Background: an optimization exercise with open tools, aiming at small area. Do not read the settings as production practice.
Only the layout flow was run in this run; the RTL was not checked for function there.
The clock cells of this run come from the design's own scripts or RTL, not from TritonCTS.
The flow treats the clock pin as an ideal source. Dropping or thinning the clock tree relies on that and would not hold on a real chip.
No activity file was given, so power comes from the tool's default toggle rates.

==> flow/design.v <==
module key_xd(
    input        clk,
    input        rst_n,
    input  [2:0] key_in,
    output [2:0] key_vld
);
reg  [2:0] key_in_ff0;
reg  [2:0] key_in_ff1;
reg  [9:0] cnt;
reg        flag_add;
wire       released = &key_in_ff1;
wire       add_cnt  = !flag_add && !released;
wire [9:0] cnt_nxt  = {cnt[8:0], cnt[9] ^ cnt[2]};
wire       end_cnt  = add_cnt && ~|{cnt[8:4], cnt[2:0]};
always @(posedge clk or negedge rst_n) begin
    if (!rst_n) begin
        key_in_ff0 <= 3'b111;
        key_in_ff1 <= 3'b111;
    end else begin
        key_in_ff0 <= key_in;
        key_in_ff1 <= key_in_ff0;
    end
end
always @(posedge clk or negedge rst_n) begin
    if (!rst_n)
        cnt <= 10'd9;
    else if (add_cnt)
        cnt <= {cnt_nxt[9:3], end_cnt ? ~key_in_ff1 : cnt_nxt[2:0]};
    else
        cnt <= {7'd1, 2'd0, released};    
end
always @(posedge clk or negedge rst_n) begin
    if (!rst_n)
        flag_add <= 1'b0;
    else if (end_cnt)
        flag_add <= 1'b1;
    else if (released)
        flag_add <= 1'b0;
end
assign key_vld = flag_add ? cnt[2:0] : 3'b000;
endmodule
module key_xd_seg(
    input        clk,
    input        rst_n,
    output [7:0] seg_sel,
    output [6:0] segment,
    input  [2:0] key
);
wire [2:0] key_out;
key_xd key_xd(.clk(clk), .rst_n(rst_n), .key_in(key), .key_vld(key_out));
reg  [9:0]  q0;
reg  [2:0]  q1;
wire        q0_z   = ~|{q0[8:4], q0[1:0]};
wire        q0_c   = q0_z & ~q0[2];       
wire        scan_on = ~(q0_z & ~q0[3]);   
wire [9:0]  q0_l   = {q0[8:0], q0[9] ^ q0[2]};
wire [2:0]  q1_n   = q1 + {2'd0, q0_c};
always @(posedge clk or negedge rst_n) begin
    if (!rst_n) begin
        q0 <= 10'd4;
        q1 <= 3'd0;
    end else begin
        q0 <= {q0_l[9:5], q0_l[4] & ~q0_c, q0_l[3] | q0_c, q0_l[2:0]};
        q1 <= q1_n;
    end
end
reg       key_set1;
reg [2:0] key_set2;       
reg       key_set3;
always @(posedge clk or negedge rst_n) begin
    if (!rst_n) begin
        key_set1 <= 1'b0;
        key_set2 <= 3'd5;
        key_set3 <= 1'b0;
    end else begin
        key_set1 <= key_set1 ^ key_out[0];
        key_set3 <= key_out[2];
        if (key_set1) begin
            if (key_set2 == 3'd7)
                key_set2 <= 3'd5;
            else if (key_out[1])
                key_set2 <= key_set2 - 3'd1;
        end
    end
end
wire set_inc = key_set1 & key_set3;
reg  [9:0] rr;            
reg  [5:0] s_hi;          
reg  [4:0] b_hi;          
reg        flash;
wire       rr_j   = ~|{rr[8:4], rr[2:0]};                  
wire [9:0] rr_l   = {rr[8:0], rr[9] ^ rr[2]};
wire       r_wrap = ~key_set1 & ~rr[0] & rr[1] & ~rr[2] & ~rr[3] & ~rr[4]
                  & ~rr[5] & ~rr[6] & rr[8] & ~rr[9];        
wire       tick   = r_wrap && s_hi == 6'd49;
wire       b_wrap = key_set1 && rr == q0;                    
always @(posedge clk or negedge rst_n) begin
    if (!rst_n) begin
        rr    <= 10'd772;
        s_hi  <= 6'd0;
        b_hi  <= 5'd0;
        flash <= 1'b0;
    end else begin
        if (!key_set1)
            rr <= {rr_l[9:5], rr_l[4] & ~rr_j, rr_l[3] | rr_j, rr_l[2:0]};
        if (r_wrap)
            s_hi <= tick ? 6'd0 : s_hi + 6'd1;
        if (b_wrap) begin
            b_hi  <= b_hi == 5'd19 ? 5'd0 : b_hi + 5'd1;
            flash <= flash ^ (b_hi == 5'd19);
        end
    end
end
reg [3:0] sec1;
reg [2:0] sec2;
reg [3:0] min1;
reg [2:0] min2;
reg [1:0] hou1;
reg [1:0] hou2;
wire a_s1 = tick || (set_inc && key_set2 == 3'd5);
wire e_s1 = a_s1 && sec1 == 4'd9;
wire a_s2 = e_s1 || (set_inc && key_set2 == 3'd4);
wire e_s2 = a_s2 && sec2 == 3'd5;
wire a_m1 = e_s2 || (set_inc && key_set2 == 3'd3);
wire e_m1 = a_m1 && min1 == 4'd9;
wire a_m2 = e_m1 || (set_inc && key_set2 == 3'd2);
wire e_m2 = a_m2 && min2 == 3'd5;
wire a_h1 = e_m2 || (set_inc && key_set2 == 3'd1);
wire e_h1 = a_h1 && hou2 == 2'd2 && hou1 == 2'd3;
wire a_h2 = e_h1 || (set_inc && key_set2 == 3'd0);
wire e_h2 = a_h2 && hou2 == 2'd2;
always @(posedge clk or negedge rst_n) begin
    if (!rst_n) begin
        sec1 <= 4'd0; sec2 <= 3'd0;
        min1 <= 4'd0; min2 <= 3'd0;
        hou1 <= 2'd3; hou2 <= 2'd2;
    end else begin
        if (a_s1) sec1 <= e_s1 ? 4'd0 : sec1 + 4'd1;
        if (a_s2) sec2 <= e_s2 ? 3'd0 : sec2 + 3'd1;
        if (a_m1) min1 <= e_m1 ? 4'd0 : min1 + 4'd1;
        if (a_m2) min2 <= e_m2 ? 3'd0 : min2 + 3'd1;
        if (a_h1) hou1 <= e_h1 ? 2'd0 : hou1 + 2'd1;
        if (a_h2) hou2 <= e_h2 ? 2'd0 : hou2 + 2'd1;
    end
end
reg [3:0] digit;
always @(*) begin
    case (q1_n)
    3'd0: digit = {2'd0, hou2};
    3'd1: digit = {2'd0, hou1};
    3'd2: digit = {1'd0, min2};
    3'd3: digit = min1;
    3'd4: digit = {1'd0, sec2};
    3'd5: digit = sec1;
    default: digit = 4'd0;
    endcase
end
wire blank = flash && key_set2 != 3'd7 && key_set2 == q1_n;
reg [3:0] sel;
always @(posedge clk or negedge rst_n) begin
    if (!rst_n)
        sel <= 4'd0;
    else
        sel <= blank ? 4'd10 : digit;
end
reg [6:0] seg;
always @(*) begin
    case (sel)
    4'd0: seg = 7'h01;
    4'd1: seg = 7'h4f;
    4'd2: seg = 7'h12;
    4'd3: seg = 7'h06;
    4'd4: seg = 7'h4c;
    4'd5: seg = 7'h24;
    4'd6: seg = 7'h20;
    4'd7: seg = 7'h0f;
    4'd8: seg = 7'h00;
    4'd9: seg = 7'h04;
    default: seg = 7'h7f;
    endcase
end
assign segment = seg;
assign seg_sel = scan_on ? ~(8'd1 << q1) : 8'hff;
endmodule
==> flow/flow/run.sh <==
#!/bin/bash
# Own layout flow: the standard flow (standard.sh), with
#  - synthesis: the standard flow's script, but ABC maps with an area-oriented script
#    (flow/area.abc) and the half/full-adder extraction is skipped;
#  - port buffers of the smallest buffer (buf_1);
#  - a one-level clock tree (flow/clock_tree.tcl), built before the main
#    global placement, instead of TritonCTS.
# Every tool's output is in orfs/logs/ and flow_make.log in the work folder.
set -euo pipefail
W=$PWD
F=$W/flow
cat > $W/my_synth.tcl <<EOT
proc extract_fa {args} { puts "extract_fa skipped" }
proc abc {args} {
  set out {}
  set skip 0
  foreach a \$args {
    if {\$skip} { lappend out $F/area.abc; set skip 0; continue }
    if {\$a eq "-script"} { set skip 1 }
    lappend out \$a
  }
  yosys abc {*}\$out
}
source $W/synth_recipe.tcl
EOT
sed "s#SYNTH_SCRIPT=[^ ]*#SYNTH_SCRIPT=$W/my_synth.tcl#" $W/standard.sh > $W/my_standard.sh
grep -q "my_synth.tcl" $W/my_standard.sh
export FLOW_DIR_OWN=$F
export CTS_LEAVES=${CTS_LEAVES:-4}
export CTS_LEAF_CELL=${CTS_LEAF_CELL:-sky130_fd_sc_hd__clkbuf_8}
bash $W/my_standard.sh \
  BUFFER_PORTS_ARGS="-buffer_cell sky130_fd_sc_hd__buf_1" \
  PRE_GLOBAL_PLACE_TCL=$F/pre_global_place.tcl \
  PRE_CTS_TCL=$F/pre_cts.tcl \
  finish > $W/flow_make.log 2>&1
==> flow/flow/area.abc <==
strash
&get -n
&deepsyn -T 20
&put
strash
&get -n
&st
&dch -f
&nf -R 1000
&put
strash
&get -n
&st
&dch -f
&nf -R 1000
&put
==> flow/flow/clock_tree.tcl <==
# A one-level clock tree: the flip-flops' clock pins are split into
# CTS_LEAVES groups by position (balanced k-means) and each group gets one
# clock buffer at its centre, driven straight from the clock port.
proc build_clock_tree {} {
  set nleaf $::env(CTS_LEAVES)
  set cell $::env(CTS_LEAF_CELL)
  set block [ord::get_db_block]
  set net [$block findNet clk]
  set pins {}
  foreach it [$net getITerms] {
    set inst [$it getInst]
    set bb [$inst getBBox]
    set x [expr {([$bb xMin] + [$bb xMax]) / 2.0}]
    set y [expr {([$bb yMin] + [$bb yMax]) / 2.0}]
    lappend pins [list "[$inst getName]/[[$it getMTerm] getName]" $x $y]
  }
  set n [llength $pins]
  puts "clock tree: $n sinks, $nleaf leaf buffers of $cell"
  set sorted [lsort -real -index 1 $pins]
  set cx {}; set cy {}
  for {set k 0} {$k < $nleaf} {incr k} {
    set p [lindex $sorted [expr {int(($k + 0.5) * $n / $nleaf)}]]
    lappend cx [lindex $p 1]; lappend cy [lindex $p 2]
  }
  set cap [expr {int(ceil(double($n) / $nleaf))}]
  for {set iter 0} {$iter < 50} {incr iter} {
    set cand {}
    set i 0
    foreach p $pins {
      for {set k 0} {$k < $nleaf} {incr k} {
        set d [expr {abs([lindex $p 1] - [lindex $cx $k]) + abs([lindex $p 2] - [lindex $cy $k])}]
        lappend cand [list $d $i $k]
      }
      incr i
    }
    set cand [lsort -real -index 0 $cand]
    array unset asg; array unset cnt
    for {set k 0} {$k < $nleaf} {incr k} { set cnt($k) 0 }
    foreach c $cand {
      lassign $c d i k
      if {[info exists asg($i)] || $cnt($k) >= $cap} continue
      set asg($i) $k; incr cnt($k)
    }
    set ncx {}; set ncy {}
    for {set k 0} {$k < $nleaf} {incr k} {
      set sx 0; set sy 0; set m 0
      for {set i 0} {$i < $n} {incr i} {
        if {$asg($i) == $k} {
          set sx [expr {$sx + [lindex $pins $i 1]}]; set sy [expr {$sy + [lindex $pins $i 2]}]; incr m
        }
      }
      if {$m > 0} { lappend ncx [expr {$sx / $m}]; lappend ncy [expr {$sy / $m}] } else { lappend ncx [lindex $cx $k]; lappend ncy [lindex $cy $k] }
    }
    set cx $ncx; set cy $ncy
  }
  set dbu [$block getDbUnitsPerMicron]
  for {set k 0} {$k < $nleaf} {incr k} {
    set lp {}
    for {set i 0} {$i < $n} {incr i} {
      if {$asg($i) == $k} { lappend lp [get_pins [lindex $pins $i 0]] }
    }
    set x [expr {[lindex $cx $k] / $dbu}]; set y [expr {[lindex $cy $k] / $dbu}]
    puts "clock tree: leaf $k: [llength $lp] sinks at ($x, $y)"
    insert_buffer -buffer_cell $cell -net clk -load_pins $lp -location [list $x $y] \
      -buffer_name clkbuf_leaf_$k -net_name clknet_leaf_$k
    set_dont_touch [get_cells clkbuf_leaf_$k]
    set_dont_touch [get_nets clknet_leaf_$k]
  }
}
==> flow/flow/pre_cts.tcl <==
# PRE_CTS_TCL: the clock tree was built before global placement, so
# TritonCTS is not run; the clock is propagated through the leaf buffers.
source $::env(FLOW_DIR_OWN)/clock_tree.tcl
proc clock_tree_synthesis {args} {
  set net [[ord::get_db_block] findNet clk]
  if {[llength [$net getITerms]] > 4} { build_clock_tree }
  set_propagated_clock [all_clocks]
}
==> flow/flow/pre_global_place.tcl <==
# PRE_GLOBAL_PLACE_TCL: build the clock tree on the first placement, so the
# main global placement pulls each group of flip-flops towards its buffer.
source $::env(FLOW_DIR_OWN)/clock_tree.tcl
build_clock_tree
==> flow/standard.sh <==
#!/bin/bash
# synth_recipe.tcl (not shown) runs the flow's synth.tcl, then flattens the netlist and writes it again
# the make line also repeats each setting of config.mk as NAME=value (left out here)
make -C /OpenROAD-flow-scripts/flow DESIGN_CONFIG=/design/flow/config.mk WORK_HOME=/design/flow/orfs CLKGATE_MAP_FILE= SYNTH_SCRIPT=/design/flow/synth_recipe.tcl "${@:-finish}"
==> flow/config.mk <==
export PLATFORM = sky130hd
export DESIGN_NAME = key_xd_seg
export DESIGN_NICKNAME = key_xd_seg
export VERILOG_FILES = /design/flow/design.v
export SDC_FILE = /design/flow/constraint.sdc
export NUM_CORES = 4
export LEC_CHECK = 0
export CAP_MARGIN = 20
export CORE_MARGIN = 2
export CORE_UTILIZATION = 40
export SLEW_MARGIN = 20
==> flow/constraint.sdc <==
create_clock -name core_clock -period 10.0 [get_ports {clk}]
set_input_delay 2.0000 -clock core_clock [delete_from_list [all_inputs] [get_ports {clk}]]
set_output_delay 2.0000 -clock core_clock [all_outputs]
set_load 0.01 [all_outputs]
==> impl_metrics.toml <==
[run_status]
status = "complete, no violations"

[worst_setup_path]
cp-start-kind = "flop"
cp-end-kind = "flop"
worstPathMaxFanout = 23
crit_type = "flop to flop"
crit_required_ns = 10.11
r2r-start = "key_set1$_DFF_PN0_"
crit_start = "key_set1$_DFF_PN0_"
arrival_ns = 5.08

[timing]
relSlewSlack = 0.448
worst_pin_slew_ns = 0.825
hold_violations = 0
timing.final.crit_share = 0.496
post-route-min-period_ns = 4.96
drv_slew = 0
setup_tns_ns = 0
setup_viol = 0
clock_skew_ns = 0.00737
fmax_mhz = 202
hold_ws_ns = 0.364
rsz0062_at_grt = "no"

[placed_design]
place_inst = 451
hpwl_um = 4460
numPortBuffers = 19
place_congestion = 0.846

[clock_network]
clk_pin_slew_ns = 0.12
post_cts.repair.setup_buffers = 0
clk_latency_ns = 0.17
cts_resized = 0
ctsHoldBuffers = 0

[route]
vias = 2369
routed_wl_um = 6100
first_pass_iters = 4
route.detailed.drc = 0
wl_per_cell_um = 13.4
drt_iter0_markers = 94
postRouteAntennaNets = 0
vias_per_cell = 5.20

[floorplan]
die_area_mm2 = 0.00921
rows = 33
dieHeight_um = 96.0
coreArea_mm2 = 0.00822
chipWidth_um = 96.0
initial_core_util = 0.412
ios = 20

[global_route]
grt_pass1_wl_um = 10700
grt_max_degree = 80
grt_overflow_total = 0
grt.total_usage = 0.142
antenna_found_initial = 0
grt_pass1_vias = 2251

[pwr]
power_switching_uw = 243
p_leak_nw = 1.67
p_int_uw = 503
p_total_uw = 746
p_clk_frac = 0.153
ir_drop_mv = 0.102
power.density_mw_per_mm2 = 203
combPwrFrac = 0.223
switching_share = 0.326
seqPwrFrac = 0.624

[synthesis]
synthesis.area_mm2 = 0.00338
syn_inst = 327
async_flop_share = 1.00
synth_nets = 332
yosys_warnings = 2
ys_ff_latch = 79
synth_edf_count = 0
synth.distinct_cells = 40
ys.flop_type = "dfrtp_1"
syn_avg_cell_area_um2 = 10.4
ys_seq_area_frac = 0.590

[final_layout]
drive_gt1_frac = 0.0655
n_antenna_cell = 0
syn_to_final_growth_pct = 8.54
finish.utilization = 0.447
layout.cells.non_filler = 456
layout.nets = 358

[job]
drv_cap = 0

[hold_path]
hp-class = "flop to flop"
min-delay-start = "key_xd.key_in_ff0[2]$_DFF_PN1_"
through the flow:
stage	setup WS, ns	area [um2]
floorplan	5.76	3380
global placement	5.33	3590
detailed placement	5.09	3590
CTS	5.06	3650
global route	4.45	3670
finish	5.04	3670
synth_stat cells, types with 9 or more instances:
library cell	count	area, um2
xnor2_1	10	87.6
a21oi_1	22	110
clkinv_1	15	56.3
dfrtp_1	62	1550
nand2_1	37	139
and2_0	12	75.1
o21ai_0	13	65.1
nor2_1	39	146
nor3_1	9	45.0
xor2_1	10	87.6
dfstp_2	17	447
registers in the layout, indices dropped and copies added (netlist names):
| signal | flops |
|---|---|
| rr | 10 |
| key_set3 | 1 |
| key_set2 | 3 |
| q0 | 10 |
| flash | 1 |
| key_xd.key_in_ff1 | 3 |
| sel | 4 |
| key_set1 | 1 |
| s_hi | 6 |
| key_xd.key_in_ff0 | 3 |
| hou1 | 2 |
| sec2 | 3 |
| sec1 | 4 |
| q1 | 3 |
| hou2 | 2 |
| key_xd.cnt | 10 |
| b_hi | 5 |
| min2 | 3 |
| min1 | 4 |
| key_xd.flag_add | 1 |
cells by family (layout without fill, tap and decap cells):
| family | after synthesis | in the layout | synth area share |
|---|---|---|---|
| buffers and inverters | 15 | 39 | 0.0166 |
| muxes | 1 | 1 | 0.00333 |
| and+or+nand+nor | 137 | 137 | 0.194 |
| xor gates and xnor gates | 20 | 20 | 0.0518 |
| DFF | 79 | 79 | 0.590 |
| AOI/OAI and AO/OA | 75 | 75 | 0.144 |
power groups by stage:
stage	Combinational [mW]	Clock (mW)	Sequential, mW
6_report	0.167	0.114	0.465
5_1_grt	0.196	0.132	0.477
4_1_cts	0.167	0.119	0.465
3_5_place_dp	0.166	0	0.471
3_3_place_gp	0.164	0	0.469
2_1_floorplan	0.128	0	0.449
layer usage:
layer,vias to the layer above,track usage,part of all wire
li1,1191,-,-
met1,1134,0.214,0.50
met2,38,0.230,0.46
met3,6,0.0133,0.031
met4,0,0.0190,0.012
met5,-,0,0
final timing paths:
| check | slack (ns) | endpoint | depth (start not counted) |
|---|---|---|---|
| max | 5.04 | hou2[1]$_DFFE_PN1P_ | 19 |
| max reg2reg | 5.04 | hou2[1]$_DFFE_PN1P_ | 19 |
| max in group asynchronous | 7.67 | key_set2[2]$_DFFE_PN1P_ | 2 |
| min reg2reg | 0.36 | key_xd.key_in_ff1[2]$_DFF_PN1_ | 0 |
| min in group asynchronous | 1.72 | rr[3]$_DFFE_PN0N_ | 1 |
| min | 0.36 | key_xd.key_in_ff1[2]$_DFF_PN1_ | 0 |
critical path, stage by stage (launching register included):
cell      delay (ns)
dfrtp_1         0.80
nor2_1          0.20
and4_1          0.31
a21oi_1         0.24
nand4_1         0.17
nand2_1         0.11
and2_0          0.26
nand2_1         0.10
o32ai_1         0.69
nand3_1         0.20
nor2_1          0.17
o21a_1          0.24
nand2_1         0.10
o31ai_1         0.35
and2_0          0.32
nand2_1         0.08
o32a_1          0.21
nand3b_1        0.16
a21oi_1         0.14
nor2_1          0.05
cell type report, without the clock buffers:
type	instances	area, um2
Fill cell	784	4540
Timing Repair Buffer	20	103
Inverter	15	56.3
Multi-Input combinational cell	233	1330
Tap cell	105	131
Sequential cell	79	2000
layout by cell type, fill, tap and decap left out, types with 7 or more instances in the layout:
master / Yosys / final
xnor2_1: 10 / 10
a21oi_1: 22 / 22
nand2_1: 37 / 37
a31oi_1: 7 / 7
buf_1: 0 / 18
nor3_1: 9 / 9
dfstp_2: 17 / 17
nand2b_1: 7 / 7
nand3_1: 7 / 7
dfrtp_1: 62 / 62
and2_0: 12 / 12
nor2_1: 39 / 39
xor2_1: 10 / 10
o21ai_0: 13 / 13
nor2b_1: 7 / 7
clkinv_1: 15 / 15

==> static timing again, ports no longer ideal <==
No port has a modelled driver above. Below, the same layout with a new extraction and two added sets of constraints.
Step 1: set_driving_cell puts a clkbuf_16 on clk and a buf_2 on each other input, an assumption about the parent block.
Step 2 adds t to the input delays and takes it off the output delays; t is the mean of the earliest and latest rising clock arrival at the registers after step 1. Input paths then give back, and output paths get back, about the clock's delay inside the block.
a / b / c = no drivers / after step 1 / after step 2; a / b = the first two.
t, ns: 0.224
slack for setup (ns): 5.037 / 5.037 / 5.037
slew at the worst register clock pin (ns): 0.12 / 0.12
worst slew at a driven data input, ns: 0.03
After both steps this run still meets setup and hold. The setup slack of this run moves by 0.000 ns with the drivers and by 0.000 ns with both steps.
